Source: an optimization exercise on an open RTL-to-GDS flow (aim: small area). Production flows keep margins and buffers that such runs may drop.
Only simulation tests tie the RTL to the original design; equivalence was not proved.

==> design.v <==
module CC(
           clk,
           rst_n,
           in_valid,
           mode,
           xi,
           yi,
           out_valid,
           xo,
           yo
       );
input               clk, rst_n, in_valid;
input       [1:0]   mode;
input       [7:0]   xi, yi;
output              out_valid;
output      [7:0]   xo, yo;
localparam S_IDLE = 3'd0;
localparam S_CAP  = 3'd1;
localparam S_DIV  = 3'd2;
localparam S_RUN  = 3'd3;
localparam S_MUL  = 3'd4;
localparam S_OUT  = 3'd5;
reg [2:0] st;
reg [1:0] op;
reg [4:0] cnt;
reg [1:0] md;
reg       valid;
reg       gneg;
reg       first;
reg       ph;
reg [7:0] X, Y, YU;
reg [7:0] AX, AR, AE, BX, BR;
reg [8:0] BE;           
reg [13:0] AQ, BQ, DY;
wire [15:0] ACC = {YU, Y};
assign out_valid = valid;
assign xo = X;
assign yo = Y & {8{valid}};
function [16:0] rca;
    input [15:0] a, b;
    input        cin;
    integer k;
    reg c;
    begin
        c = cin;
        for (k = 0; k < 16; k = k + 1) begin
            rca[k] = a[k] ^ b[k] ^ c;
            c = (a[k] & b[k]) | (c & (a[k] ^ b[k]));
        end
        rca[16] = c;
    end
endfunction
wire [16:0] xinc = rca({8'd0, X}, 16'd0, 1'b1);
wire [16:0] cinc = rca({11'd0, cnt}, 16'd0, 1'b1);
wire [16:0] oinc = rca({14'd0, op}, 16'd0, 1'b1);
wire m0 = md == 2'd0;
wire m1 = md == 2'd1;
wire cap = (st == S_IDLE && in_valid) || st == S_CAP;
wire [1:0] pidx = (st == S_IDLE) ? 2'd0 : cnt[1:0];
wire p0 = cap && pidx == 2'd0;
wire p1 = cap && pidx == 2'd1;
wire p2 = cap && pidx == 2'd2;
wire p3 = cap && pidx == 2'd3;
wire lastm = p3 && !m1;
wire [7:0] xprev = ({8{lastm}} & BX) | ({8{~lastm}} & AX);
wire [7:0] yprev = ({8{lastm}} & BE[7:0]) | ({8{~lastm}} & YU);
wire [8:0] xsub;
wire ycin = ~(pidx == 2'd2 && m0);
wire [8:0] ysub;
wire [13:0] xsub14 = {{5{xsub[8]}}, xsub};
wire [13:0] ysub14 = {{5{ysub[8]}}, ysub};
wire div    = st == S_DIV;
wire render = st == S_RUN;
wire dinit  = div && cnt[4:1] == 4'd0;            
wire dlast  = div && cnt[4:1] == 4'd8;            
wire [7:0] initv = DY[7:0] & {8{AQ[8]}};          
wire [8:0] etA = ({9{cap}} & {yprev[7], yprev}) | ({9{~cap}} & {1'b0, AE});
wire [8:0] etB = ({9{cap}} & {~yi[7], ~yi}) | ({9{~cap}} & {1'b0, AR});
wire [16:0] et_w = rca({{7{etA[8]}}, etA}, {{7{etB[8]}}, etB}, (div & AQ[7]) | (cap & ycin));
wire [8:0] et = et_w[8:0];
assign ysub = et;
wire [16:0] eu_w = rca({7'd0, et}, {8'hff, ~DY[7:0]}, 1'b0);   
wire [9:0] eu = eu_w[9:0];
wire       ec = ~eu[9];
wire [7:0] rem_new = ({8{ec}} & eu[7:0]) | ({8{~ec}} & et[7:0]);
wire qsh = div && !dinit;
wire [8:0] fQ = ({9{qsh}} & {AQ[8], AQ[6:0], ec}) | ({9{~qsh}} & AQ[8:0]);
wire r_new = !render && !dinit;
wire e_new = !dinit && !dlast;
wire [7:0] fR = ({8{render}} & AR) | ({8{dinit}} & initv) | ({8{r_new}} & rem_new);
wire [7:0] fE = ({8{dinit}} & initv) | ({8{e_new}} & rem_new);
wire [7:0] fXb = ({8{render}} & AQ[7:0]) | ({8{cap}} & ~xi);
wire [16:0] fX_w = rca({{8{xprev[7]}}, xprev}, {{8{fXb[7]}}, fXb}, (render & ec) | cap);
wire [7:0] fX = fX_w[7:0];
assign xsub = fX_w[8:0];
wire row_end  = ~first && X == AX;
wire last_row = Y == YU;
wire swap = div || (render && (first || row_end));
wire div_end = div && cnt == 5'd17;
wire mul  = st == S_MUL;
wire o0 = op == 2'd0, o1 = op == 2'd1, o2 = op == 2'd2, o3 = op == 2'd3;
wire smallop = m1 && !o3;
wire mstep = ~(smallop && cnt > 5'd6);
wire sh    = mul && (ph || !mstep);               
wire last  = sh && cnt == 5'd13;
wire sstep = cnt == (smallop ? 5'd6 : 5'd13);     
wire oab = o0 || o1;
wire [2:0] bi = cnt[2:0];
wire sA_AR = m1 && o0, sA_DY = !m1 || o1, sA_AX = m1 && o2, sA_BX = m1 && o3;
wire sB_AE = m1 && o0, sB_AQ = !m1 || o1, sB_BE = m1 && o2, sB_DY = m1 && o3;
wire bitA = (sA_AR & AR[bi]) | (sA_DY & DY[0]) | (sA_AX & AX[bi]) | (sA_BX & BX[0]);
wire bitB = (sB_AE & AE[bi]) | (sB_AQ & AQ[0]) | (sB_BE & BE[bi]) | (sB_DY & DY[0]);
wire mbit = mul & mstep & (ph ? bitB : bitA);
wire g0 = mbit & ~ph, g1 = mbit & ph;
wire pAR = g0 & m1 & oab, pAX = g0 & m1 & o2, pBQ = g0 & (!m1 || o3);
wire pAE = g1 & m1 & oab, pBE = g1 & (!m1 || o2), pAQ = g1 & m1 & o3;
wire [15:0] PM = ({16{pAR}} & {{8{AR[7]}}, AR}) | ({16{pAX}} & {{8{AX[7]}}, AX})
               | ({16{pBQ}} & {{2{BQ[13]}}, BQ}) | ({16{pAE}} & {{8{AE[7]}}, AE})
               | ({16{pBE}} & {{7{BE[8]}}, BE}) | ({16{pAQ}} & {{2{AQ[13]}}, AQ});
wire neg  = (ph ? (m1 ? op[0] : gneg) : (m1 ? 1'b0 : ~gneg)) ^ sstep;
wire mneg = mbit & neg;
wire [15:0] pp = PM ^ {16{mneg}};
wire [15:0] accin = ACC & {16{cnt != 5'd0 || ph || !mul}};
wire [16:0] asum_w = rca(accin, pp, mneg | render);
wire [15:0] asum = asum_w[15:0];
wire drop = asum[0];
wire [15:0] acc_nx = ({16{sh}} & {asum[15], asum[15:1]}) | ({16{~sh}} & asum);
wire d_zero = (ACC == 16'd0) && ({BR[5:0], BX} == 14'd0);
wire x_res = st == S_OUT && !m1;
wire x_bx  = div_end || (render && row_end && !last_row);
wire x_inc = render && !row_end;
always @(posedge clk or negedge rst_n) begin
    if (!rst_n)
        X <= 8'd0;
    else
        X <= ({8{x_res}} & {ACC[2:0], DY[13:9]}) | ({8{x_bx}} & BX) | ({8{x_inc}} & xinc[7:0]);
end
always @(posedge clk or negedge rst_n) begin
    if (!rst_n) begin
        st    <= S_IDLE;
        valid <= 1'b0;
    end else begin
        case (st)
            S_IDLE: begin
                valid <= 1'b0;
                if (in_valid) st <= S_CAP;
            end
            S_CAP:
                if (pidx == 2'd3) st <= m0 ? S_DIV : S_MUL;
            S_DIV:
                if (div_end) begin
                    st    <= S_RUN;
                    valid <= 1'b1;
                end
            S_RUN:
                if (row_end && last_row) begin
                    st    <= S_IDLE;
                    valid <= 1'b0;
                end
            S_MUL:
                if (last && (m1 ? o3 : o1)) st <= S_OUT;
            S_OUT: begin
                st    <= S_IDLE;
                valid <= 1'b1;
            end
            default: st <= S_IDLE;
        endcase
    end
end
wire idle    = st == S_IDLE;
wire cnt_clr = p3 || last;
wire cnt_inc = !idle && !cnt_clr && (!mul || sh);
wire cnt_hld = !idle && !cnt_clr && !cnt_inc;
wire op_inc  = !cap && last;
wire fst_set = div_end;
wire fst_upd = !div_end && render;
wire gn_set  = last && o0;
wire gn_clr  = !gn_set && cap;
wire yu_ld   = p0 || (p2 && m1);
wire out     = st == S_OUT;
wire y_inc   = render && row_end;
wire ax_xi   = p0 || p2;
wire ax_sub  = p3 && m1;
wire ax_sw   = swap;
wire aq_sh   = sh && (m1 ? o1 : 1'b1);
wire bx_ld   = p1 || p3;
wire ch_sh   = sh && m1 && (o0 || o3);
wire bq_sh   = sh && m1 && o2;
wire dy_sh   = sh && (m1 ? (o1 || o3) : 1'b1);
always @(posedge clk) begin
    cnt   <= ({5{idle}} & (5'd1)) | ({5{cnt_inc}} & (cinc[4:0])) | ({5{cnt_hld}} & (cnt));
    ph    <= mul && mstep && !ph;
    op    <= ({2{op_inc}} & (oinc[1:0])) | ({2{!cap && !last}} & (op));
    first <= fst_set | (fst_upd & row_end) | (!fst_set && !fst_upd && first);
    gneg  <= (gn_set & asum[15]) | (!gn_set && !gn_clr && gneg);
    md    <= ({2{p0}} & (mode)) | ({2{!p0}} & (md));
    YU    <= ({8{yu_ld}} & (yi)) | ({8{mul}} & (acc_nx[15:8])) | ({8{!yu_ld && !mul}} & (YU));
    Y     <= ({8{p2}} & (yi)) | ({8{y_inc}} & (asum[7:0])) | ({8{mul}} & (acc_nx[7:0]))
           | ({8{out & m1}} & ({6'd0, d_zero, ~ACC[15] & ~d_zero})) | ({8{out & ~m1}} & (DY[8:1]))
           | ({8{!p2 && !y_inc && !out && !mul}} & (Y));
    AX <= ({8{ax_xi}} & (xi)) | ({8{ax_sub}} & (xsub[7:0])) | ({8{ax_sw}} & (BX))
        | ({8{!ax_xi && !ax_sub && !ax_sw}} & (AX));
    AR <= ({8{p1}} & (xsub[7:0])) | ({8{swap}} & (BR)) | ({8{!p1 && !swap}} & (AR));
    AE <= ({8{p1}} & (ysub[7:0])) | ({8{swap}} & (BE[7:0])) | ({8{!p1 && !swap}} & (AE));
    AQ <= ({14{p2}} & (xsub14)) | ({14{swap}} & ({AQ[13:9], BQ[8:0]}))
        | ({14{aq_sh}} & ({m1 ? drop : AQ[0], AQ[13:1]}))
        | ({14{!p2 && !swap && !aq_sh}} & (AQ));
    BX <= ({8{bx_ld}} & (xi)) | ({8{swap}} & (fX)) | ({8{ch_sh}} & ({BR[0], BX[7:1]}))
        | ({8{!bx_ld && !swap && !ch_sh}} & (BX));
    BQ <= ({14{p3}} & (xsub14)) | ({14{swap}} & ({BQ[13:9], fQ}))
        | ({14{bq_sh}} & ({drop, BQ[13:1]})) | ({14{!p3 && !swap && !bq_sh}} & (BQ));
    BR <= ({8{swap}} & (fR)) | ({8{ch_sh}} & ({BR[7:6], drop, BR[5:1]}))
        | ({8{!swap && !ch_sh}} & (BR));
    BE <= ({9{p1}} & ({BE[8], yi})) | ({9{p3}} & (ysub)) | ({9{swap}} & ({BE[8], fE}))
        | ({9{!p1 && !p3 && !swap}} & (BE));
    DY <= ({14{p2}} & (ysub14)) | ({14{dy_sh}} & ({(m1 || o1) ? drop : DY[0], DY[13:1]}))
        | ({14{!p2 && !dy_sh}} & (DY));
end
endmodule
==> flow/run.sh <==
#!/bin/bash
export CTS_ARGS="-sink_clustering_enable -repair_clock_nets -dont_use_dummy_load -buf_list sky130_fd_sc_hd__clkbuf_8"
export BUFFER_PORTS_ARGS="-buffer_cell sky130_fd_sc_hd__buf_1"
bash standard.sh > standard.log 2>&1
==> standard.sh <==
#!/bin/bash
# synth_recipe.tcl (not shown) runs the flow's synth.tcl, then flattens the netlist and writes it again
# the make line also repeats each setting of config.mk as NAME=value (left out here)
make -C /OpenROAD-flow-scripts/flow DESIGN_CONFIG=/design/flow/config.mk WORK_HOME=/design/flow/orfs CLKGATE_MAP_FILE= SYNTH_SCRIPT=/design/flow/synth_recipe.tcl "${@:-finish}"
==> config.mk <==
export PLATFORM = sky130hd
export DESIGN_NAME = CC
export DESIGN_NICKNAME = CC
export VERILOG_FILES = /design/flow/design.v
export SDC_FILE = /design/flow/constraint.sdc
export NUM_CORES = 4
export LEC_CHECK = 0
export CAP_MARGIN = 20
export CORE_MARGIN = 2
export CORE_UTILIZATION = 40
export CTS_BUF_LIST = sky130_fd_sc_hd__clkbuf_8
export PLACE_DENSITY = 0.6
export SLEW_MARGIN = 20
==> constraint.sdc <==
create_clock -name core_clock -period 50.0 [get_ports {clk}]
set_input_delay 10.0000 -clock core_clock [delete_from_list [all_inputs] [get_ports {clk}]]
set_output_delay 10.0000 -clock core_clock [all_outputs]
set_load 0.01 [all_outputs]
==> results.txt, run 1 <==
layout cells sized above 1 0.0679; final worst slack 30.82 ns; setup slack after placement 30.47 ns; RSZ-0062 raised after global routing false; Worst-path clk slew 0.06 ns; placed insts 1308; Post-synth EDFFs 2; initial antenna violation count 2; CTS H-tree lvls 4; Inserted Clock Buffers 17; port buffer count 37; root buffer cell clkbuf_8; number of remaining DRC errors 0; Synth top area share 0.265; via/cell ratio 6.57; WL/cell 25.4 µm; Final setup viols 0; post-synthesis sequential area ratio 0.305; hold path depth 2; GR Overflow Total 0; synthesized cell area 8850 µm²; post-synthesis cell count 1028; CP Capture Type flip-flop; total number of vias 8716; die area 23300 µm²; CP max stage delay 0.54 ns; largest net degree at the start of global routing 57; core footprint 21800 µm²; TNS Setup 0 ns; post-cts resize count 0; # nets final 1123; CP Launch Type primary input; Antenna Nets Post-Route 0; CP required 50.39 ns; Die Y 153 µm; Worst Skew 0.0288 ns; actual slew at the worst max-slew pin 1.08 ns; clk buf depth 2; fmax 52.1 MHz; max-slew violation count 0; final hold violation count 0; flops & latches, synth 131; Initial DRC Count 1422; postcts setup bufs 0; 1st-pass router iterations 9; hold crit path type flip-flop to flip-flop; Hold Buf Count CTS 0; Slew headroom 0.272; fin crit share 0.384; Starting Density 0.407; Ys Warns 1; CP max FO 46; first-pass GRT wire length 50600 µm; RD Place Congestion 0.968; synth top area cells dfxtp_1 26%, fa_1 8.6%, a221o_1 7.4%; crit path time final 19.18 ns; most common cell in the netlist nand2_1; total wire length 33700 µm; non-filler cells, final 1327; gr usage total 0.283; hpwl dp 24900 µm; r2r setup slk 38.88 ns; die outline width 153 µm; area leader, netlist dfxtp_1; syn avg cell area 8.61 µm²; top_reg_cell synth dfxtp_1; reg2reg path depth 31; CP max-delay cell fa_1; post-layout util 0.439; Site Rows 54; Area Overhead vs Synth 7.89%; vias in the first global route 8010; Synthesized Nets 1103; IO Count 38; CTS tree built; most frequent CP cell fa_1; Max Cap Violations 0; status timing/DRC/antenna clean; async set-reset flop share out of synthesis 0.0916; Unique masters post-synth 65; later-pin clock latency in the skew report 0.46 ns; Clock Sinks 131; Commonest cells post-synth 167 x nand2_1, 117 x dfxtp_1, 69 x o21ai_0; crit path kind primary input to flip-flop; critical path arrival 19.56 ns
## worst paths after layout
path / start / endpoint
setup / recovery: in_valid / AQ[7]
hold / removal: BE[8] / BE[8]
max in group asynchronous: rst_n / st[2]
min in group asynchronous: rst_n / X[1]
hold reg to reg: BE[8] / BE[8]
setup reg to reg: st[0] / AQ[7]
## state kept, by name, indices dropped and copies added, names as in the netlist, named ones only
| register | flops |
|---|---|
| first | 1 |
| BR | 8 |
| st | 3 |
| ph | 1 |
| gneg | 1 |
| BQ | 14 |
| X | 8 |
| Y | 8 |
| BE | 9 |
| BX | 8 |
| op | 2 |
| valid | 1 |
| cnt | 5 |
| AE | 8 |
| AQ | 14 |
| YU | 8 |
| DY | 14 |
| AR | 8 |
| AX | 8 |
## stage by stage
stage	cell area, µm²	hold slack, ns
floorplan	8850	0.425
global placement	9300	0.447
detailed placement	9300	0.456
CTS	9530	0.478
global route	9540	0.496
finish	9550	0.490
## cells in the final DEF, fill, tap and decap left out, types with 8 or more instances in the layout
cell type	instances
a21oi_1	32
o21ai_0	69
fa_1	38
mux2_2	12
dfrtp_1	12
a221o_1	65
buf_4	23
ha_1	16
mux2i_1	31
o211ai_1	15
and2_1	25
clkbuf_8	17
nand2_1	167
a222oi_1	23
a221oi_1	9
a22o_1	15
dfxtp_1	117
nor2_1	63
nand3_1	21
xor2_1	23
buf_1	37
a22oi_1	40
nor4_1	12
nand4_1	10
nor3_1	11
inv_1	40
and4_1	8
## metal layers
| metal | global-route usage | wire, µm |
|---|---|---|
| met2 | 0.413 | 14500 |
| met3 | 0.0739 | 3650 |
| met1 | 0.398 | 14300 |
| met5 | 0 | 0 |
| met4 | 0.116 | 1310 |
## critical path: cells and delay by family
kind | cells | cell delay, ns
AND/OR/NAND/NOR | 1 | 0.09
AO/OA/AOI/OAI | 6 | 0.96
buffers and inverters | 4 | 0.76
multiplexers | 1 | 0.51
adder cells (fa/ha/maj) | 17 | 7.21
## cell type report
| class | instances | area [µm²] |
|---|---|---|
| Inverter | 41 | 154 |
| Antenna cell | 1 | 2.50 |
| Fill cell | 2226 | 12200 |
| Clock buffer | 17 | 234 |
| Timing Repair Buffer | 61 | 317 |
| Tap cell | 280 | 350 |
| Multi-Input combinational cell | 796 | 5790 |
| Sequential cell | 131 | 2700 |
## cells by family (layout without fill, tap and decap cells)
logic type	count (synthesis)	count (layout)	synth area share
AOI/OAI and AO/OA	310	310	0.264
adders and majority gates	54	54	0.109
DFF	131	131	0.305
muxes	48	48	0.0622
other	0	1	0
buffers and inverters	101	119	0.0448
and+or+nand+nor	355	355	0.186
xor gates and xnor gates	29	29	0.0287
==> run 2, diff against run 1 <==
--- a/design.v
+++ b/design.v
@@ -31,7 +31,7 @@
 reg [7:0] X, Y, YU;
 reg [7:0] AX, AR, AE, BX, BR;
 reg [8:0] BE;           
-reg [13:0] AQ, BQ, DY;
+reg [12:0] AQ, BQ, DY;
 wire [15:0] ACC = {YU, Y};
 assign out_valid = valid;
 assign xo = X;
@@ -67,8 +67,8 @@
 wire [8:0] xsub;
 wire ycin = ~(pidx == 2'd2 && m0);
 wire [8:0] ysub;
-wire [13:0] xsub14 = {{5{xsub[8]}}, xsub};
-wire [13:0] ysub14 = {{5{ysub[8]}}, ysub};
+wire [12:0] xsub13 = {{4{xsub[8]}}, xsub};
+wire [12:0] ysub13 = {{4{ysub[8]}}, ysub};
 wire div    = st == S_DIV;
 wire render = st == S_RUN;
 wire dinit  = div && cnt[4:1] == 4'd0;            
@@ -102,8 +102,8 @@
 wire smallop = m1 && !o3;
 wire mstep = ~(smallop && cnt > 5'd6);
 wire sh    = mul && (ph || !mstep);               
-wire last  = sh && cnt == 5'd13;
-wire sstep = cnt == (smallop ? 5'd6 : 5'd13);     
+wire last  = sh && cnt == 5'd12;
+wire sstep = cnt == (smallop ? 5'd6 : 5'd12) && !(m1 && o3 && !ph);
 wire oab = o0 || o1;
 wire [2:0] bi = cnt[2:0];
 wire sA_AR = m1 && o0, sA_DY = !m1 || o1, sA_AX = m1 && o2, sA_BX = m1 && o3;
@@ -115,8 +115,8 @@
 wire pAR = g0 & m1 & oab, pAX = g0 & m1 & o2, pBQ = g0 & (!m1 || o3);
 wire pAE = g1 & m1 & oab, pBE = g1 & (!m1 || o2), pAQ = g1 & m1 & o3;
 wire [15:0] PM = ({16{pAR}} & {{8{AR[7]}}, AR}) | ({16{pAX}} & {{8{AX[7]}}, AX})
-               | ({16{pBQ}} & {{2{BQ[13]}}, BQ}) | ({16{pAE}} & {{8{AE[7]}}, AE})
-               | ({16{pBE}} & {{7{BE[8]}}, BE}) | ({16{pAQ}} & {{2{AQ[13]}}, AQ});
+               | ({16{pBQ}} & {{3{BQ[12] & !m1}}, BQ}) | ({16{pAE}} & {{8{AE[7]}}, AE})
+               | ({16{pBE}} & {{7{BE[8]}}, BE}) | ({16{pAQ}} & {{3{AQ[12]}}, AQ});
 wire neg  = (ph ? (m1 ? op[0] : gneg) : (m1 ? 1'b0 : ~gneg)) ^ sstep;
 wire mneg = mbit & neg;
 wire [15:0] pp = PM ^ {16{mneg}};
@@ -125,7 +125,7 @@
 wire [15:0] asum = asum_w[15:0];
 wire drop = asum[0];
 wire [15:0] acc_nx = ({16{sh}} & {asum[15], asum[15:1]}) | ({16{~sh}} & asum);
-wire d_zero = (ACC == 16'd0) && ({BR[5:0], BX} == 14'd0);
+wire d_zero = (ACC == 16'd0) && ({BR[4:0], BX} == 13'd0);
 wire x_res = st == S_OUT && !m1;
 wire x_bx  = div_end || (render && row_end && !last_row);
 wire x_inc = render && !row_end;
@@ -133,7 +133,7 @@
     if (!rst_n)
         X <= 8'd0;
     else
-        X <= ({8{x_res}} & {ACC[2:0], DY[13:9]}) | ({8{x_bx}} & BX) | ({8{x_inc}} & xinc[7:0]);
+        X <= ({8{x_res}} & {ACC[3:0], DY[12:9]}) | ({8{x_bx}} & BX) | ({8{x_inc}} & xinc[7:0]);
 end
 always @(posedge clk or negedge rst_n) begin
     if (!rst_n) begin
@@ -202,18 +202,18 @@
         | ({8{!ax_xi && !ax_sub && !ax_sw}} & (AX));
     AR <= ({8{p1}} & (xsub[7:0])) | ({8{swap}} & (BR)) | ({8{!p1 && !swap}} & (AR));
     AE <= ({8{p1}} & (ysub[7:0])) | ({8{swap}} & (BE[7:0])) | ({8{!p1 && !swap}} & (AE));
-    AQ <= ({14{p2}} & (xsub14)) | ({14{swap}} & ({AQ[13:9], BQ[8:0]}))
-        | ({14{aq_sh}} & ({m1 ? drop : AQ[0], AQ[13:1]}))
-        | ({14{!p2 && !swap && !aq_sh}} & (AQ));
+    AQ <= ({13{p2}} & (xsub13)) | ({13{swap}} & ({AQ[12:9], BQ[8:0]}))
+        | ({13{aq_sh}} & ({m1 ? drop : AQ[0], AQ[12:1]}))
+        | ({13{!p2 && !swap && !aq_sh}} & (AQ));
     BX <= ({8{bx_ld}} & (xi)) | ({8{swap}} & (fX)) | ({8{ch_sh}} & ({BR[0], BX[7:1]}))
         | ({8{!bx_ld && !swap && !ch_sh}} & (BX));
-    BQ <= ({14{p3}} & (xsub14)) | ({14{swap}} & ({BQ[13:9], fQ}))
-        | ({14{bq_sh}} & ({drop, BQ[13:1]})) | ({14{!p3 && !swap && !bq_sh}} & (BQ));
-    BR <= ({8{swap}} & (fR)) | ({8{ch_sh}} & ({BR[7:6], drop, BR[5:1]}))
+    BQ <= ({13{p3}} & (xsub13)) | ({13{swap}} & ({BQ[12:9], fQ}))
+        | ({13{bq_sh}} & ({drop, BQ[12:1]})) | ({13{!p3 && !swap && !bq_sh}} & (BQ));
+    BR <= ({8{swap}} & (fR)) | ({8{ch_sh}} & ({BR[7:5], drop, BR[4:1]}))
         | ({8{!swap && !ch_sh}} & (BR));
     BE <= ({9{p1}} & ({BE[8], yi})) | ({9{p3}} & (ysub)) | ({9{swap}} & ({BE[8], fE}))
         | ({9{!p1 && !p3 && !swap}} & (BE));
-    DY <= ({14{p2}} & (ysub14)) | ({14{dy_sh}} & ({(m1 || o1) ? drop : DY[0], DY[13:1]}))
-        | ({14{!p2 && !dy_sh}} & (DY));
+    DY <= ({13{p2}} & (ysub13)) | ({13{dy_sh}} & ({(m1 || o1) ? drop : DY[0], DY[12:1]}))
+        | ({13{!p2 && !dy_sh}} & (DY));
 end
 endmodule
--- a/config.mk
+++ b/config.mk
@@ -9,5 +9,6 @@
 export CORE_MARGIN = 2
 export CORE_UTILIZATION = 40
 export CTS_BUF_LIST = sky130_fd_sc_hd__clkbuf_8
+export GPL_ROUTABILITY_DRIVEN = 0
 export PLACE_DENSITY = 0.6
 export SLEW_MARGIN = 20
==> run 2 against run 1 <==
Synthesized cell count is 4.1% lower. Worst hold slack got worse by 0.033 ns. Die area fell by 2.3%. Design area fell by 2.6%. Global-route usage grew 1.5 points. Wire length shrank 1.0%. Register-to-register slack got worse by 0.92 ns. First-iteration DRC count rose by 7.9%. Highest routed layer unchanged.
==> results.txt, run 2 <==
number of remaining DRC errors 0; status timing/DRC/antenna clean; Hold Buf Count CTS 0; Max Cap Violations 0; Antenna Nets Post-Route 0; die area 22800 µm²; Die Y 151 µm; Post-synth EDFFs 2; most common cell after layout, fill and taps aside nand2_1; TNS Setup 0 ns; crit path kind primary input to flip-flop; Slew headroom 0.269; CP max FO 48; via/cell ratio 6.70; CP Capture Type flip-flop; Synth top area share 0.264; CP required 50.40 ns; actual slew at the worst max-slew pin 1.08 ns; # nets final 1076; wire length on met2 14500 µm; most common cell in the netlist nand2_1; clk buf depth 2; routed wl met3 3660 µm; CTS tree built; Site Rows 53; CP max stage delay 0.84 ns; hold crit path type flip-flop to flip-flop; post-synthesis sequential area ratio 0.306; max-slew violation count 0; # diodes 0; first-pass GRT wire length 50200 µm; total number of vias 8538; post-cts resize count 0; synth top area cells dfxtp_1 26%, fa_1 8.8%, nand2_1 6.3%; Final setup viols 0; RSZ-0062 raised after global routing false; hpwl dp 24200 µm; Worst Hold Slack 0.457 ns; Clock Sinks 128; Starting Density 0.410; post-synthesis cell count 986; fill count 2111; area leader, netlist dfxtp_1; vias in the first global route 7902; met1 wire length 13800 µm; Inserted Clock Buffers 17; Unique masters post-synth 72; Initial DRC Count 1535; CP Launch Type primary input; Worst Skew 0.0245 ns; Max Used Layer met4; total wire length 33400 µm; fin crit share 0.393; IO Count 38; async set-reset flop share out of synthesis 0.0938; Ys Warns 1; Synthesized Nets 1061; Commonest cells post-synth 144 x nand2_1, 114 x dfxtp_1, 65 x nor2_1; syn avg cell area 8.77 µm²; die outline width 151 µm; layout cells sized above 1 0.0711; CTS H-tree lvls 4; fmax 50.9 MHz; largest net degree at the start of global routing 53; final hold violation count 0; root buffer cell clkbuf_8; top_reg_cell synth dfxtp_1; post-route design area 9300 µm²; port buffer count 37; postcts setup bufs 0; 1st-pass router iterations 6; flops & latches, synth 128; GR Overflow Total 0; later-pin clock latency in the skew report 0.48 ns; Area Overhead vs Synth 7.59%; core footprint 21100 µm²; synthesized cell area 8640 µm²; gr usage total 0.298; most frequent cells in the layout 144 x nand2_1, 114 x dfxtp_1, 64 x nor2_1, 59 x o21ai_0, 47 x a221o_1; WL/cell 26.2 µm; initial antenna violation count 0; biggest regs AQ x13, BQ x13, DY x13; most frequent CP cell fa_1; CP max-delay cell mux2i_2; DP Area 9060 µm²; Worst-path clk slew 0.07 ns; critical path arrival 20.03 ns; crit path time final 19.63 ns
==> run 2: cell count changes in the layout (fill, tap and decap cells not counted), moves of 9 or more <==
cell      delta
nand2_1     -23
a221o_1     -18
a222oi_1    +14
o21ai_0     -10
nand3_1      -9
==> run 2: cell type report <==
| cell class | instances | area [µm²] | area share |
|---|---|---|---|
| Inverter | 41 | 154 | 0.0166 |
| Tap cell | 275 | 344 | 0.0370 |
| Sequential cell | 128 | 2640 | 0.284 |
| Multi-Input combinational cell | 756 | 5640 | 0.606 |
| Clock buffer | 17 | 234 | 0.0252 |
| Timing Repair Buffer | 57 | 287 | 0.0308 |
==> run 2: final timing paths <==
| check | start | end | slack [ns] | depth (start not counted) |
|---|---|---|---|---|
| hold reg to reg | BE[8] | BE[8] | 0.46 | 2 |
| setup reg to reg | st[0] | BQ[7] | 37.96 | 31 |
| setup / recovery | in_valid | BQ[7] | 30.37 | 30 |
| min in group asynchronous | rst_n | X[3] | 9.53 | 1 |
| hold / removal | BE[8] | BE[8] | 0.46 | 2 |
| max in group asynchronous | rst_n | st[2] | 40.02 | 1 |
==> run 2: routing by layer <==
layer,track usage,vias to the layer above
li1,-,3720
met2,0.459,618
met5,0,-
met1,0.411,4091
met3,0.0654,109
met4,0.110,0
==> run 2: kinds of logic (layout without fill, tap and decap cells) <==
kind of cell / count (synthesis) / in the layout / share of synthesized area
simple gates: 315 / 315 / 0.165
compound gates: 306 / 306 / 0.269
flops: 128 / 128 / 0.306
buf+inv: 102 / 115 / 0.0470
fa+ha+maj: 54 / 54 / 0.111
mux: 46 / 46 / 0.0643
xor+xnor: 35 / 35 / 0.0371
==> run 2: stage by stage <==
step                worst slack, ns   util  std cells
floorplan                     30.82      -        986
global placement              30.18  0.430       1256
detailed placement            29.97  0.430       1256
CTS                           30.45  0.441       1273
global route                  29.87  0.441       1274
finish                        30.37  0.441       1274
==> run 2: critical path: cells and delay by family <==
kind / cells / cell delay (ns)
AO/OA/AOI/OAI: 6 / 0.88
adder cells (fa/ha/maj): 17 / 7.29
buffers and inverters: 4 / 0.77
AND/OR/NAND/NOR: 2 / 0.22
multiplexers: 1 / 0.84
==> run 3, diff against run 2 <==
--- a/config.mk
+++ b/config.mk
@@ -9,6 +9,5 @@
 export CORE_MARGIN = 2
 export CORE_UTILIZATION = 40
 export CTS_BUF_LIST = sky130_fd_sc_hd__clkbuf_8
-export GPL_ROUTABILITY_DRIVEN = 0
 export PLACE_DENSITY = 0.6
 export SLEW_MARGIN = 20
==> run 3 against run 2 <==
Utilization rose by 0.12 points. Critical path depth did not move. Critical endpoint unchanged. Sequential cell count did not move. Highest routed layer is now met5. Wire length rose by 0.58%. Global-route usage rose by 0.26 points. Worst hold slack improved by 0.0049 ns. Still clean on timing, DRC and antenna.
==> results.txt, run 3 <==
max-slew violation count 0; post-synthesis sequential area ratio 0.306; most common cell in the netlist nand2_1; start of the worst register-to-register path st[2]; CP required 50.39 ns; Clock Sinks 128; root buffer cell clkbuf_8; placed insts 1260; CTS H-tree lvls 4; post-synthesis cell count 986; Slew headroom 0.221; WP depth 30; GR Overflow Total 0; Worst Skew 0.0290 ns; RD Place Congestion 0.940; reg2reg path depth 31; worst setup path startpoint in_valid; cell family with most CP delay adder cells; CP max FO 48; clk buf depth 2; Critical path buffers and inverters 4; Die Y 151 µm; async set-reset flop share out of synthesis 0.0938; Unique masters post-synth 72; Ys Warns 1; die outline width 151 µm; Synth top area share 0.264; via/cell ratio 6.66; Critical Path End BQ[7]; die area 22800 µm²; Post-synth EDFFs 2; syn avg cell area 8.77 µm²; reg2reg end BQ[7]; IO Count 38; hpwl dp 24300 µm; CTS tree built; CP max-delay cell fa_1; r2r setup slk 39.04 ns; fill count 2171; Final setup viols 0; biggest regs AQ x13, BQ x13, DY x13; CP max stage delay 0.55 ns; final hold violation count 0; total wire length 33600 µm; port buffer count 37; total number of vias 8502; synth top area cells dfxtp_1 26%, fa_1 8.8%, nand2_1 6.3%; largest net degree at the start of global routing 53; post-layout util 0.442; CP Capture Type flip-flop; fmax 53.2 MHz; status timing/DRC/antenna clean; later-pin clock latency in the skew report 0.47 ns; TNS Setup 0 ns; crit path kind primary input to flip-flop; vias in the first global route 8057; first-pass GRT wire length 50400 µm; area leader, netlist dfxtp_1; flops & latches, synth 128; gr usage total 0.301; RSZ-0062 raised after global routing false; non-filler cells, final 1277; WL/cell 26.3 µm; Max Cap Violations 0; critical path arrival 19.18 ns; Synthesized Nets 1061; postcts setup bufs 0; hold crit path type flip-flop to flip-flop; Antenna Nets Post-Route 0; 1st-pass router iterations 10; Inserted Clock Buffers 17; most frequent CP cell fa_1; Area Overhead vs Synth 7.87%; top_reg_cell synth dfxtp_1; actual slew at the worst max-slew pin 1.17 ns; most common cell after layout, fill and taps aside nand2_1; number of remaining DRC errors 0; Commonest cells post-synth 144 x nand2_1, 114 x dfxtp_1, 65 x nor2_1; layout cells sized above 1 0.0739; crit path time final 18.78 ns; CP Launch Type primary input; post-cts resize count 0; Hold Buf Count CTS 0; Initial DRC Count 1387; initial antenna violation count 1; Worst-path clk slew 0.07 ns; # diodes 0; Starting Density 0.410; Site Rows 53; # nets final 1079; fin crit share 0.376; core footprint 21100 µm²; synthesized cell area 8640 µm²; most frequent cells in the layout 144 x nand2_1, 114 x dfxtp_1, 64 x nor2_1, 59 x o21ai_0, 47 x a221o_1
==> run 3: cell counts after synthesis <==
Identical to the previous run, type by type.
==> run 3: per-layer routing <==
metal	track usage	vias up	routed length, µm
met1	0.403	4071	13600
met5	0	-	16
met2	0.450	592	14400
li1	-	3722	-
met3	0.0873	115	3990
met4	0.135	2	1520
==> run 3: logic make-up (layout without fill, tap and decap cells) <==
kind of cell / after synthesis / in the layout / synth area share
and+or+nand+nor: 315 / 315 / 0.165
AOI/OAI and AO/OA: 306 / 306 / 0.269
DFF: 128 / 128 / 0.306
buffers and inverters: 102 / 118 / 0.0470
adders and majority gates: 54 / 54 / 0.111
muxes: 46 / 46 / 0.0643
xor gates and xnor gates: 35 / 35 / 0.0371
==> run 3: area by class of cell <==
| class | count | area (µm²) | share of cell area |
|---|---|---|---|
| multi-input cells | 756 | 5640 | 0.605 |
| well taps | 275 | 344 | 0.0369 |
| inverters | 41 | 154 | 0.0165 |
| clock buffers | 17 | 234 | 0.0251 |
| flip-flops and latches | 128 | 2640 | 0.283 |
| repair buffers | 60 | 312 | 0.0334 |
==> run 3: metrics by stage <==
stage | hold WS, ns | area, µm² | worst slack (ns)
floorplan | 0.426 | 8640 | 30.82
global placement | 0.436 | 9090 | 30.92
detailed placement | 0.449 | 9090 | 30.81
CTS | 0.462 | 9320 | 31.25
global route | 0.505 | 9320 | 30.79
finish | 0.461 | 9320 | 31.22
==> run 3: worst min path at each step <==
stage / startpoint / end / slack, ns / cells after the start
finish: BE[8] / BE[8] / 0.46 / 2
global route: BE[8] / BE[8] / 0.50 / 2
CTS: BE[8] / BE[8] / 0.46 / 2
detailed placement: BE[8] / BE[8] / 0.45 / 2
global placement: BE[8] / BE[8] / 0.44 / 2
floorplan: BE[8] / BE[8] / 0.43 / 2
==> run 3: tightest hold or removal path: stages, from the launching register on <==
cell and delay, ns:
dfxtp_1 0.33, nand2_1 0.05, o21ai_0 0.06
==> run 4, diff against run 3 <==
--- a/config.mk
+++ b/config.mk
@@ -7,7 +7,7 @@
 export LEC_CHECK = 0
 export CAP_MARGIN = 20
 export CORE_MARGIN = 2
-export CORE_UTILIZATION = 40
+export CORE_UTILIZATION = 65
 export CTS_BUF_LIST = sky130_fd_sc_hd__clkbuf_8
-export PLACE_DENSITY = 0.6
+export PLACE_DENSITY = 0.8
 export SLEW_MARGIN = 20
==> run 4 against run 3 <==
Register-to-register slack worse by 0.94 ns. Clock skew about the same. Sequential cell count unchanged. Die area down 38%. Via count up 2.0%. First-iteration DRC count up 33%. Wire length down 7.0%. Critical path type unchanged. Critical endpoint is now AQ[7].
==> results.txt, run 4 <==
top_reg_cell synth dfxtp_1; layout cells sized above 1 0.0704; vias in the first global route 7872; clk buf depth 2; CTS tree built; start of the worst register-to-register path st[0]; synthesized cell area 8640 µm²; post-cts resize count 0; most frequent cells in the layout 144 x nand2_1, 114 x dfxtp_1, 64 x nor2_1, 59 x o21ai_0, 47 x a221o_1; async set-reset flop share out of synthesis 0.0938; Inserted Clock Buffers 17; total number of vias 8676; Worst Hold Slack 0.460 ns; most common cell after layout, fill and taps aside nand2_1; port buffer count 37; post-synthesis cell count 986; CP required 50.42 ns; syn avg cell area 8.77 µm²; Antenna Nets Post-Route 0; Max Cap Violations 0; WL/cell 26.7 µm; crit path time final 19.54 ns; largest net degree at the start of global routing 53; 1st-pass router iterations 8; Area Overhead vs Synth 6.08%; Initial DRC Count 1845; synth top area cells dfxtp_1 26%, fa_1 8.8%, nand2_1 6.3%; worst setup path startpoint in_valid; max-slew violation count 0; critical path arrival 19.97 ns; total wire length 31200 µm; RD Place Congestion 1.03; CTS H-tree lvls 4; IO Count 38; CP max FO 48; Commonest cells post-synth 144 x nand2_1, 114 x dfxtp_1, 65 x nor2_1; FF+latch area 2640 µm²; postcts setup bufs 0; fmax 51.2 MHz; Post-synth EDFFs 2; Synth top area share 0.264; core footprint 13100 µm²; HP Start BE[8]; Site Rows 42; gr usage total 0.443; actual slew at the worst max-slew pin 1.04 ns; CP max stage delay 0.81 ns; hold crit path type flip-flop to flip-flop; area leader, netlist dfxtp_1; number of remaining DRC errors 0; flops & latches, synth 128; die area 14200 µm²; Synthesized Nets 1061; Hold Buf Count CTS 0; Die Y 119 µm; later-pin clock latency in the skew report 0.47 ns; post-synthesis sequential area ratio 0.306; TNS Setup 0 ns; hpwl dp 22700 µm; fin crit share 0.391; fill count 1079; Slew headroom 0.291; Worst Skew 0.0288 ns; Worst-path clk slew 0.08 ns; Clock Sinks 128; first-pass GRT wire length 47400 µm; Unique masters post-synth 72; GR Overflow Total 0; Final setup viols 0; crit path kind primary input to flip-flop; most common cell in the netlist nand2_1; status timing/DRC/antenna clean; most frequent CP cell fa_1; die outline width 119 µm; # diodes 0; RSZ-0062 raised after global routing false; CP Launch Type primary input; Starting Density 0.658; area of the multi-input gates 5660 µm²; CP max-delay cell mux2i_2; via/cell ratio 7.41; final hold violation count 0; Ys Warns 1; # nets final 1072; biggest regs AQ x13, BQ x13, DY x13; CP Capture Type flip-flop; initial antenna violation count 0; root buffer cell clkbuf_8
==> run 4: cell counts after synthesis <==
Identical to the previous run, type by type.
==> run 4: critical path, delay by kind of cell <==
kind / cells / cell delay [ns]
simple gates: 1 / 0.07
fa+ha+maj: 17 / 7.22
mux: 1 / 0.81
buf+inv: 4 / 0.80
compound gates: 6 / 1.04
==> run 4: area by class of cell <==
class | count | area share
multi-input cells | 756 | 0.617
flip-flops and latches | 128 | 0.288
clock buffers | 17 | 0.0255
well taps | 176 | 0.0240
repair buffers | 53 | 0.0282
inverters | 41 | 0.0168
==> run 4: layer usage <==
metal / global-route usage / part of all wire / vias to the layer above
li1: - / - / 3714
met1: 0.612 / 0.37 / 4068
met4: 0.196 / 0.052 / 0
met2: 0.649 / 0.42 / 763
met5: 0 / 0 / -
met3: 0.125 / 0.15 / 131
==> run 4: worst paths after layout <==
path                          to  cells past startpoint  slack [ns]
max                        AQ[7]                     29       30.46
min                        BE[8]                      2        0.46
max reg2reg                AQ[7]                     29       38.10
min reg2reg                BE[8]                      2        0.46
max in group asynchronous   X[1]                      1       39.98
min in group asynchronous   X[3]                      1        9.56
==> run 4: per-stage QoR <==
step	std cells	instance area (µm²)	setup slack, ns	utilization
2_1_floorplan	986	8640	30.82	-
3_3_place_gp	1154	8910	30.31	0.678
3_5_place_dp	1154	8910	30.05	0.678
4_1_cts	1171	9150	30.51	0.696
5_1_grt	1171	9170	29.99	0.698
6_report	1171	9170	30.46	0.698
==> run 4: cell families after synthesis <==
| family | share of synthesized area |
|---|---|
| flops | 0.306 |
| simple gates | 0.165 |
| xor+xnor | 0.0371 |
| buf+inv | 0.0470 |
| mux | 0.0643 |
| fa+ha+maj | 0.111 |
| compound gates | 0.269 |
==> run 5, diff against run 4 <==
==> flow/run.sh (replaced) <==
#!/bin/bash
export CTS_ARGS="-repair_clock_nets -dont_use_dummy_load -buf_list sky130_fd_sc_hd__clkbuf_8"
export BUFFER_PORTS_ARGS="-buffer_cell sky130_fd_sc_hd__buf_1"
bash standard.sh > standard.log 2>&1
--- a/config.mk
+++ b/config.mk
@@ -7,7 +7,7 @@
 export LEC_CHECK = 0
 export CAP_MARGIN = 20
 export CORE_MARGIN = 2
-export CORE_UTILIZATION = 65
+export CORE_UTILIZATION = 40
 export CTS_BUF_LIST = sky130_fd_sc_hd__clkbuf_8
-export PLACE_DENSITY = 0.8
+export PLACE_DENSITY = 0.6
 export SLEW_MARGIN = 20
==> run 5 against run 4 <==
Still clean on timing, DRC and antenna. Die area increased by 60%. Area after synthesis unchanged. Utilization decreased by 26 points. Register-to-register slack improved by 0.94 ns. First-iteration DRC count decreased by 25%. Clock-buffer cell count unchanged. Critical endpoint is now BQ[7]. Largest cell class unchanged.
==> results.txt, run 5 <==
Synth Area in Adders 0.111; Antenna Nets Post-Route 0; Worst-path clk slew 0.07 ns; max-slew violation count 0; final hold violation count 0; CP required 50.39 ns; most common cell in the netlist nand2_1; CP max stage delay 0.55 ns; xor/xnor cell area share of the yosys netlist 0.0371; initial antenna violation count 1; FF+latch area 2640 µm²; Inserted Clock Buffers 17; later-pin clock latency in the skew report 0.47 ns; hold crit path type flip-flop to flip-flop; post-cts resize count 0; area leader, netlist dfxtp_1; area of the multi-input gates 5640 µm²; first-pass GRT wire length 50400 µm; Post-synth EDFFs 2; simple-gate area share of the yosys netlist 0.165; DP Area 9090 µm²; root buffer cell clkbuf_8; Area Overhead vs Synth 7.87%; synthesized cell area 8640 µm²; post-synthesis sequential area ratio 0.306; CTS tree built; Unique masters post-synth 72; RSZ-0062 raised after global routing false; # diodes 0; crit path kind primary input to flip-flop; Synth top area share 0.264; IO Count 38; flops & latches, synth 128; fill count 2171; biggest regs AQ x13, BQ x13, DY x13; # nets final 1079; die outline width 151 µm; vias in the first global route 8057; Synthesized Nets 1061; number of remaining DRC errors 0; most frequent cells in the layout 144 x nand2_1, 114 x dfxtp_1, 64 x nor2_1, 59 x o21ai_0, 47 x a221o_1; via/cell ratio 6.66; total wire length 33600 µm; most common cell after layout, fill and taps aside nand2_1; CTS H-tree lvls 4; GR Overflow Total 0; async set-reset flop share out of synthesis 0.0938; gr usage total 0.301; Final setup viols 0; most frequent CP cell fa_1; actual slew at the worst max-slew pin 1.17 ns; CP max-delay cell fa_1; hpwl dp 24300 µm; WL/cell 26.3 µm; Starting Density 0.410; Initial DRC Count 1387; layout cells sized above 1 0.0739; largest net degree at the start of global routing 53; total number of vias 8502; fraction of the mapped netlist area in compound gates 0.269; RD Place Congestion 0.940; CP Launch Type primary input; Max Cap Violations 0; fmax 53.2 MHz; synth top area cells dfxtp_1 26%, fa_1 8.8%, nand2_1 6.3%; Ys Warns 1; post-route design area 9320 µm²; critical path arrival 19.18 ns; Die Y 151 µm; post-layout util 0.442; post-synthesis cell count 986; mux contribution to synthesized area 0.0643; Clock Sinks 128; Site Rows 53; 1st-pass router iterations 10; Worst Skew 0.0290 ns; Commonest cells post-synth 144 x nand2_1, 114 x dfxtp_1, 65 x nor2_1; status timing/DRC/antenna clean; Hold Buf Count CTS 0; core footprint 21100 µm²; CP Capture Type flip-flop; port buffer count 37; Slew headroom 0.221; syn avg cell area 8.77 µm²; CP max FO 48; largest family of logic cells by synthesized area compound AO/OA/AOI/OAI gates; clk buf depth 2; TNS Setup 0 ns; die area 22800 µm²; fin crit share 0.376; crit path time final 18.78 ns; postcts setup bufs 0; top_reg_cell synth dfxtp_1
## run 5: cell count changes in the layout (fill, tap and decap cells not counted), sizes merged
cell / change
buf: +7
## run 5: area by class of cell
| class | instances | area share |
|---|---|---|
| clock buffer | 17 | 0.0251 |
| inverter | 41 | 0.0165 |
| multi-input combinational | 756 | 0.605 |
| sequential | 128 | 0.283 |
| tap | 275 | 0.0369 |
| timing repair buffer | 60 | 0.0334 |
## run 5: final timing paths
path                         end  startpoint  cells after the start  slack, ns
max                        BQ[7]    in_valid                     30      31.22
min                        BE[8]       BE[8]                      2       0.46
max reg2reg                BQ[7]       st[2]                     31      39.04
min reg2reg                BE[8]       BE[8]                      2       0.46
max in group asynchronous  st[0]       rst_n                      1      40.00
min in group asynchronous   X[4]       rst_n                      1       9.54
## run 5: metrics by stage
step,setup WS [ns],hold slack [ns],instances
final,31.22,0.461,1277
after global routing,30.79,0.505,1277
after CTS,31.25,0.462,1277
after detailed placement,30.81,0.449,1260
after global placement,30.92,0.436,1260
after floorplan,30.82,0.426,986
## run 5: cells by family (layout without fill, tap and decap cells)
kind of cell / count (synthesis) / in the layout
AO/OA/AOI/OAI: 306 / 306
XOR/XNOR: 35 / 35
adder cells (fa/ha/maj): 54 / 54
buffers and inverters: 102 / 118
flip-flops: 128 / 128
multiplexers: 46 / 46
AND/OR/NAND/NOR: 315 / 315
## run 5: per-layer routing
layer	vias up	track usage	wire (µm)
met4	2	0.135	1520
met1	4071	0.403	13600
met3	115	0.0873	3990
met2	592	0.450	14400
li1	3722	-	-
met5	-	0	16
## run 5: critical path: cells and delay by family
| family | cells | cell delay [ns] |
|---|---|---|
| AOI/OAI and AO/OA | 6 | 0.77 |
| adders and majority gates | 17 | 7.27 |
| buffers and inverters | 4 | 0.75 |
| muxes | 1 | 0.17 |
| and+or+nand+nor | 2 | 0.20 |
==> run 6, diff against run 5 <==
==> flow/run.sh (replaced) <==
#!/bin/bash
export CTS_ARGS="-sink_clustering_enable -repair_clock_nets -dont_use_dummy_load -buf_list sky130_fd_sc_hd__clkbuf_8 -sink_clustering_size 24 -sink_clustering_max_diameter 80 -sink_clustering_levels 1"
export BUFFER_PORTS_ARGS="-buffer_cell sky130_fd_sc_hd__buf_1"
bash standard.sh > standard.log 2>&1
==> run 6 against run 5 <==
Still clean on timing, DRC and antenna. Worst hold slack unchanged. Clock-buffer cell count did not move. Wire length is the same. First-iteration DRC count unchanged. Register-to-register slack about the same. Global-route usage stayed put. Sequential cell count stayed put. Die area unchanged. Via count did not move. Critical path type unchanged. Critical endpoint unchanged.
==> results.txt, run 6 <==
hold path depth 2; most frequent CP cell fa_1; setup slack after placement 30.81 ns; most frequent cells in the layout 144 x nand2_1, 114 x dfxtp_1, 64 x nor2_1, 59 x o21ai_0, 47 x a221o_1; CP max FO 48; # diodes 0; # nets final 1079; DP Area 9090 µm²; number of remaining DRC errors 0; vias in the first global route 8057; port buffer count 37; IO Count 38; core footprint 21100 µm²; reg2reg path depth 31; largest net degree at the start of global routing 53; Worst Skew 0.0290 ns; Antenna Nets Post-Route 0; layout cells sized above 1 0.0739; Die Y 151 µm; CP Launch Type primary input; first-pass GRT wire length 50400 µm; actual slew at the worst max-slew pin 1.17 ns; Initial DRC Count 1387; 1st-pass router iterations 10; async set-reset flop share out of synthesis 0.0938; via/cell ratio 6.66; crit path time final 18.78 ns; later-pin clock latency in the skew report 0.47 ns; post-layout util 0.442; CP max stage delay 0.55 ns; fill count 2171; reg2reg end BQ[7]; Inserted Clock Buffers 17; fmax 53.2 MHz; critical path arrival 19.18 ns; syn avg cell area 8.77 µm²; CP max-delay cell fa_1; RSZ-0062 raised after global routing false; CP Capture Type flip-flop; biggest regs AQ x13, BQ x13, DY x13; Synthesized Nets 1061; hpwl dp 24300 µm; Commonest cells post-synth 144 x nand2_1, 114 x dfxtp_1, 65 x nor2_1; hold endpoint BE[8]; post-synthesis cell count 986; total number of vias 8502; post-route design area 9320 µm²; CTS tree built; final hold violation count 0; WL/cell 26.3 µm; initial antenna violation count 1; Max Cap Violations 0; total wire length 33600 µm; HP Start BE[8]; most common cell in the netlist nand2_1; Post-synth EDFFs 2; top_reg_cell synth dfxtp_1; Unique masters post-synth 72; post-cts resize count 0; r2r setup slk 39.04 ns; Hold Buf Count CTS 0; synthesized cell area 8640 µm²; hold crit path type flip-flop to flip-flop; max-slew violation count 0; Synth top area share 0.264; Worst-path clk slew 0.07 ns; TNS Setup 0 ns; Area Overhead vs Synth 7.87%; die outline width 151 µm; status timing/DRC/antenna clean; start of the worst register-to-register path st[2]; most common cell after layout, fill and taps aside nand2_1; die area 22800 µm²; area leader, netlist dfxtp_1; Final setup viols 0; synth top area cells dfxtp_1 26%, fa_1 8.8%, nand2_1 6.3%; CTS H-tree lvls 4; area of the multi-input gates 5640 µm²; Starting Density 0.410; crit path kind primary input to flip-flop; clk buf depth 2; Slew headroom 0.221; final worst slack 31.22 ns; post-synthesis sequential area ratio 0.306; fin crit share 0.376; root buffer cell clkbuf_8; Site Rows 53; postcts setup bufs 0; RD Place Congestion 0.940; Clock Sinks 128; CP required 50.39 ns; flops & latches, synth 128; GR Overflow Total 0; gr usage total 0.301; Ys Warns 1; FF+latch area 2640 µm²
==> run 6: worst max-delay path by stage <==
stage                       end  cells past startpoint  slack, ns     start
final                     BQ[7]                     30      31.22  in_valid
after global routing      AQ[7]                     29      30.79  in_valid
after CTS                 BQ[7]                     30      31.25  in_valid
after detailed placement  BQ[7]                     30      30.81  in_valid
after global placement    BQ[7]                     30      30.92  in_valid
after floorplan           AQ[7]                     29      30.82  in_valid
==> run 6: critical path, delay by kind of cell <==
| kind | cells | cell delay [ns] |
|---|---|---|
| buffers and inverters | 4 | 0.75 |
| AO/OA/AOI/OAI | 6 | 0.77 |
| multiplexers | 1 | 0.17 |
| adder cells (fa/ha/maj) | 17 | 7.27 |
| AND/OR/NAND/NOR | 2 | 0.20 |
==> run 6: kinds of logic after synthesis <==
family / Yosys count / synth area share
AOI/OAI and AO/OA: 306 / 0.269
xor gates and xnor gates: 35 / 0.0371
adders and majority gates: 54 / 0.111
buffers and inverters: 102 / 0.0470
DFF: 128 / 0.306
muxes: 46 / 0.0643
and+or+nand+nor: 315 / 0.165
==> run 6: stage by stage <==
stage,cells,hold slack (ns)
final,1277,0.461
after global routing,1277,0.505
after CTS,1277,0.462
after detailed placement,1260,0.449
after global placement,1260,0.436
after floorplan,986,0.426
==> run 6: final cells by class <==
class | instances | share of cell area
Timing Repair Buffer | 60 | 0.0334
Clock buffer | 17 | 0.0251
Sequential cell | 128 | 0.283
Multi-Input combinational cell | 756 | 0.605
Inverter | 41 | 0.0165
Tap cell | 275 | 0.0369
==> run 6: routing by layer <==
layer | track usage | vias up | routed length, µm
met2 | 0.450 | 592 | 14400
met5 | 0 | - | 16
li1 | - | 3722 | -
met3 | 0.0873 | 115 | 3990
met4 | 0.135 | 2 | 1520
met1 | 0.403 | 4071 | 13600
==> run 7, diff against run 6 <==
==> flow/run.sh (replaced) <==
#!/bin/bash
export CTS_ARGS="-sink_clustering_enable -repair_clock_nets -dont_use_dummy_load -buf_list {sky130_fd_sc_hd__clkbuf_4 sky130_fd_sc_hd__clkbuf_8}"
export BUFFER_PORTS_ARGS="-buffer_cell sky130_fd_sc_hd__buf_1"
bash standard.sh > standard.log 2>&1
==> run 7 against run 6 <==
Critical endpoint unchanged. Global-route usage stayed put. Highest routed layer unchanged. Clock skew stayed put. Via count stayed put.
==> results.txt, run 7 <==
status timing/DRC/antenna clean; fmax 53.2 MHz; actual slew at the worst max-slew pin 1.17 ns; largest net degree at the start of global routing 53; reg2reg path depth 31; later-pin clock latency in the skew report 0.47 ns; Max Cap Violations 0; hold path depth 2; Synth top area share 0.264; initial antenna violation count 1; Initial DRC Count 1387; most frequent CP cell fa_1; # diodes 0; crit path kind primary input to flip-flop; core footprint 21100 µm²; first-pass GRT wire length 50400 µm; CP max FO 48; post-cts resize count 0; CP Capture Type flip-flop; Site Rows 53; simple-gate area share of the yosys netlist 0.165; Inserted Clock Buffers 17; fin crit share 0.376; RD Place Congestion 0.940; most common cell after layout, fill and taps aside nand2_1; CP max-delay cell fa_1; gr usage total 0.301; fraction of the mapped netlist area in compound gates 0.269; async set-reset flop share out of synthesis 0.0938; Synthesized Nets 1061; Worst-path clk slew 0.07 ns; CP max stage delay 0.55 ns; syn avg cell area 8.77 µm²; CTS tree built; Antenna Nets Post-Route 0; most common cell in the netlist nand2_1; Ys Warns 1; xor/xnor cell area share of the yosys netlist 0.0371; clk buf depth 2; number of remaining DRC errors 0; FF+latch area 2640 µm²; CTS H-tree lvls 4; post-layout util 0.442; most frequent cells in the layout 144 x nand2_1, 114 x dfxtp_1, 64 x nor2_1, 59 x o21ai_0, 47 x a221o_1; via/cell ratio 6.66; # nets final 1079; GR Overflow Total 0; die outline width 151 µm; port buffer count 37; post-synthesis cell count 986; area leader, netlist dfxtp_1; synth top area cells dfxtp_1 26%, fa_1 8.8%, nand2_1 6.3%; vias in the first global route 8057; mux contribution to synthesized area 0.0643; biggest regs AQ x13, BQ x13, DY x13; Synth Area in Adders 0.111; post-synthesis sequential area ratio 0.306; layout cells sized above 1 0.0739; total wire length 33600 µm; TNS Setup 0 ns; Post-synth EDFFs 2; hold crit path type flip-flop to flip-flop; top_reg_cell synth dfxtp_1; 1st-pass router iterations 10; hpwl dp 24300 µm; IO Count 38; Die Y 151 µm; Unique masters post-synth 72; total number of vias 8502; crit path time final 18.78 ns; Commonest cells post-synth 144 x nand2_1, 114 x dfxtp_1, 65 x nor2_1; Area Overhead vs Synth 7.87%; Worst Skew 0.0290 ns; Final setup viols 0; critical path arrival 19.18 ns; largest family of logic cells by synthesized area compound AO/OA/AOI/OAI gates; fill count 2171; postcts setup bufs 0; max-slew violation count 0; CP required 50.39 ns; Slew headroom 0.221; CP Launch Type primary input; final hold violation count 0; WL/cell 26.3 µm; root buffer cell clkbuf_8; Starting Density 0.410; synthesized cell area 8640 µm²; die area 22800 µm²; RSZ-0062 raised after global routing false; Clock Sinks 128; area of the multi-input gates 5640 µm²; flops & latches, synth 128; Hold Buf Count CTS 0
[run 7: cell counts after synthesis]
Identical to the previous run, type by type.
[run 7: cell families after synthesis]
kind of cell | after synthesis
flops | 128
buf+inv | 102
xor+xnor | 35
compound gates | 306
mux | 46
fa+ha+maj | 54
simple gates | 315
[run 7: final timing paths]
path	from	end	slack, ns
setup reg to reg	st[2]	BQ[7]	39.04
hold reg to reg	BE[8]	BE[8]	0.46
min in group asynchronous	rst_n	X[4]	9.54
hold / removal	BE[8]	BE[8]	0.46
setup / recovery	in_valid	BQ[7]	31.22
max in group asynchronous	rst_n	st[0]	40.00
[run 7: area by class of cell]
type	count	share of cell area
clock buffer	17	0.0251
sequential	128	0.283
inverter	41	0.0165
multi-input combinational	756	0.605
tap	275	0.0369
timing repair buffer	60	0.0334
[run 7: metrics by stage]
| stage | hold WS [ns] | cells | setup WS [ns] | cell area [µm²] |
|---|---|---|---|---|
| finish | 0.461 | 1277 | 31.22 | 9320 |
| global route | 0.505 | 1277 | 30.79 | 9320 |
| CTS | 0.462 | 1277 | 31.25 | 9320 |
| detailed placement | 0.449 | 1260 | 30.81 | 9090 |
| global placement | 0.436 | 1260 | 30.92 | 9090 |
| floorplan | 0.426 | 986 | 30.82 | 8640 |
[run 7: critical path: cells and delay by family]
| kind | cells | cell delay [ns] |
|---|---|---|
| AO/OA/AOI/OAI | 6 | 0.77 |
| adder cells (fa/ha/maj) | 17 | 7.27 |
| buffers and inverters | 4 | 0.75 |
| multiplexers | 1 | 0.17 |
| AND/OR/NAND/NOR | 2 | 0.20 |
[run 7: metal layers]
metal | wire length [µm] | vias to the layer above | track usage
met2 | 14400 | 592 | 0.450
met1 | 13600 | 4071 | 0.403
met3 | 3990 | 115 | 0.0873
met4 | 1520 | 2 | 0.135
met5 | 16 | - | 0
li1 | - | 3722 | -
==> run 8, diff against run 7 <==
==> flow/run.sh (replaced) <==
#!/bin/bash
export CTS_ARGS="-sink_clustering_enable -repair_clock_nets -dont_use_dummy_load -buf_list sky130_fd_sc_hd__clkbuf_16 -sink_buffer_max_cap_derate 2.0"
export BUFFER_PORTS_ARGS="-buffer_cell sky130_fd_sc_hd__buf_1"
bash standard.sh > standard.log 2>&1
==> run 8 against run 7 <==
The flow now stops in clock tree synthesis (4_1_cts). Area after synthesis did not move. Synthesized cell count stayed put.
==> results.txt, run 8 <==
Ys Warns 1; Die Y 151 µm; Synthesized Nets 1061; area leader, netlist dfxtp_1; die outline width 151 µm; placed insts 1260; tool error [ERROR CTS-0109] sink_buffer_max_cap_derate needs to be between 0 and 1.0.; RD Place Congestion 0.940; flops & latches, synth 128; Commonest cells post-synth 144 x nand2_1, 114 x dfxtp_1, 65 x nor2_1; IO Count 38; setup slack after placement 30.81 ns; port buffer count 37; most common cell in the netlist nand2_1; Post-synth EDFFs 2; synth top area cells dfxtp_1 26%, fa_1 8.8%, nand2_1 6.3%; hpwl dp 24300 µm; Site Rows 53; Starting Density 0.410; status aborted with a tool error; top_reg_cell synth dfxtp_1; post-synthesis cell count 986; synthesized cell area 8640 µm²; Stopped at clock tree synthesis (4_1_cts); Unique masters post-synth 72; syn avg cell area 8.77 µm²; async set-reset flop share out of synthesis 0.0938; DP Area 9090 µm²; post-synthesis sequential area ratio 0.306; Synth top area share 0.264
-- run 8: cell counts after synthesis --
Identical to the previous run, type by type.
-- run 8: kinds of logic after synthesis --
| group | synth area share |
|---|---|
| simple gates | 0.165 |
| compound gates | 0.269 |
| flops | 0.306 |
| buf+inv | 0.0470 |
| fa+ha+maj | 0.111 |
| mux | 0.0643 |
| xor+xnor | 0.0371 |
-- run 8: worst min-delay path by stage --
stage               start    end  depth (start not counted)
floorplan           BE[8]  BE[8]                          2
global placement    BE[8]  BE[8]                          2
detailed placement  BE[8]  BE[8]                          2

## port drivers added, routing unchanged
The flow's constraints put no driver on any port. The routed layouts listed below were extracted and timed again, unchanged, in two steps.
Step 1 sets driving cells, clkbuf_16 on the clock port and buf_2 on the other inputs (assumed; they add their load-dependent delay and slew).
Step 2 also shifts input and output timing later by t, the mid clock arrival at the registers, as if the neighbouring blocks saw the same clock.
a / b / c = no drivers / after step 1 / after step 2; a / b = the first two.
run | t (ns) | setup WS [ns] | slew at the worst register clock pin (ns)
run 1 | 0.486 | 30.823 / 30.835 / 30.348 | 0.09 / 0.09
run 2 | 0.506 | 30.369 / 30.391 / 29.885 | 0.08 / 0.08
run 3 | 0.495 | 31.216 / 31.240 / 30.744 | 0.08 / 0.08
run 4 | 0.498 | 30.456 / 30.475 / 29.977 | 0.08 / 0.08
run 5 | 0.495 | 31.216 / 31.240 / 30.744 | 0.08 / 0.08
run 6 | 0.495 | 31.216 / 31.240 / 30.744 | 0.08 / 0.08
run 7 | 0.495 | 31.216 / 31.240 / 30.744 | 0.08 / 0.08
After both steps every run listed still meets setup and hold. The setup slack of run 2, which loses most, moves by +0.022 ns with the drivers and by -0.484 ns with both steps.
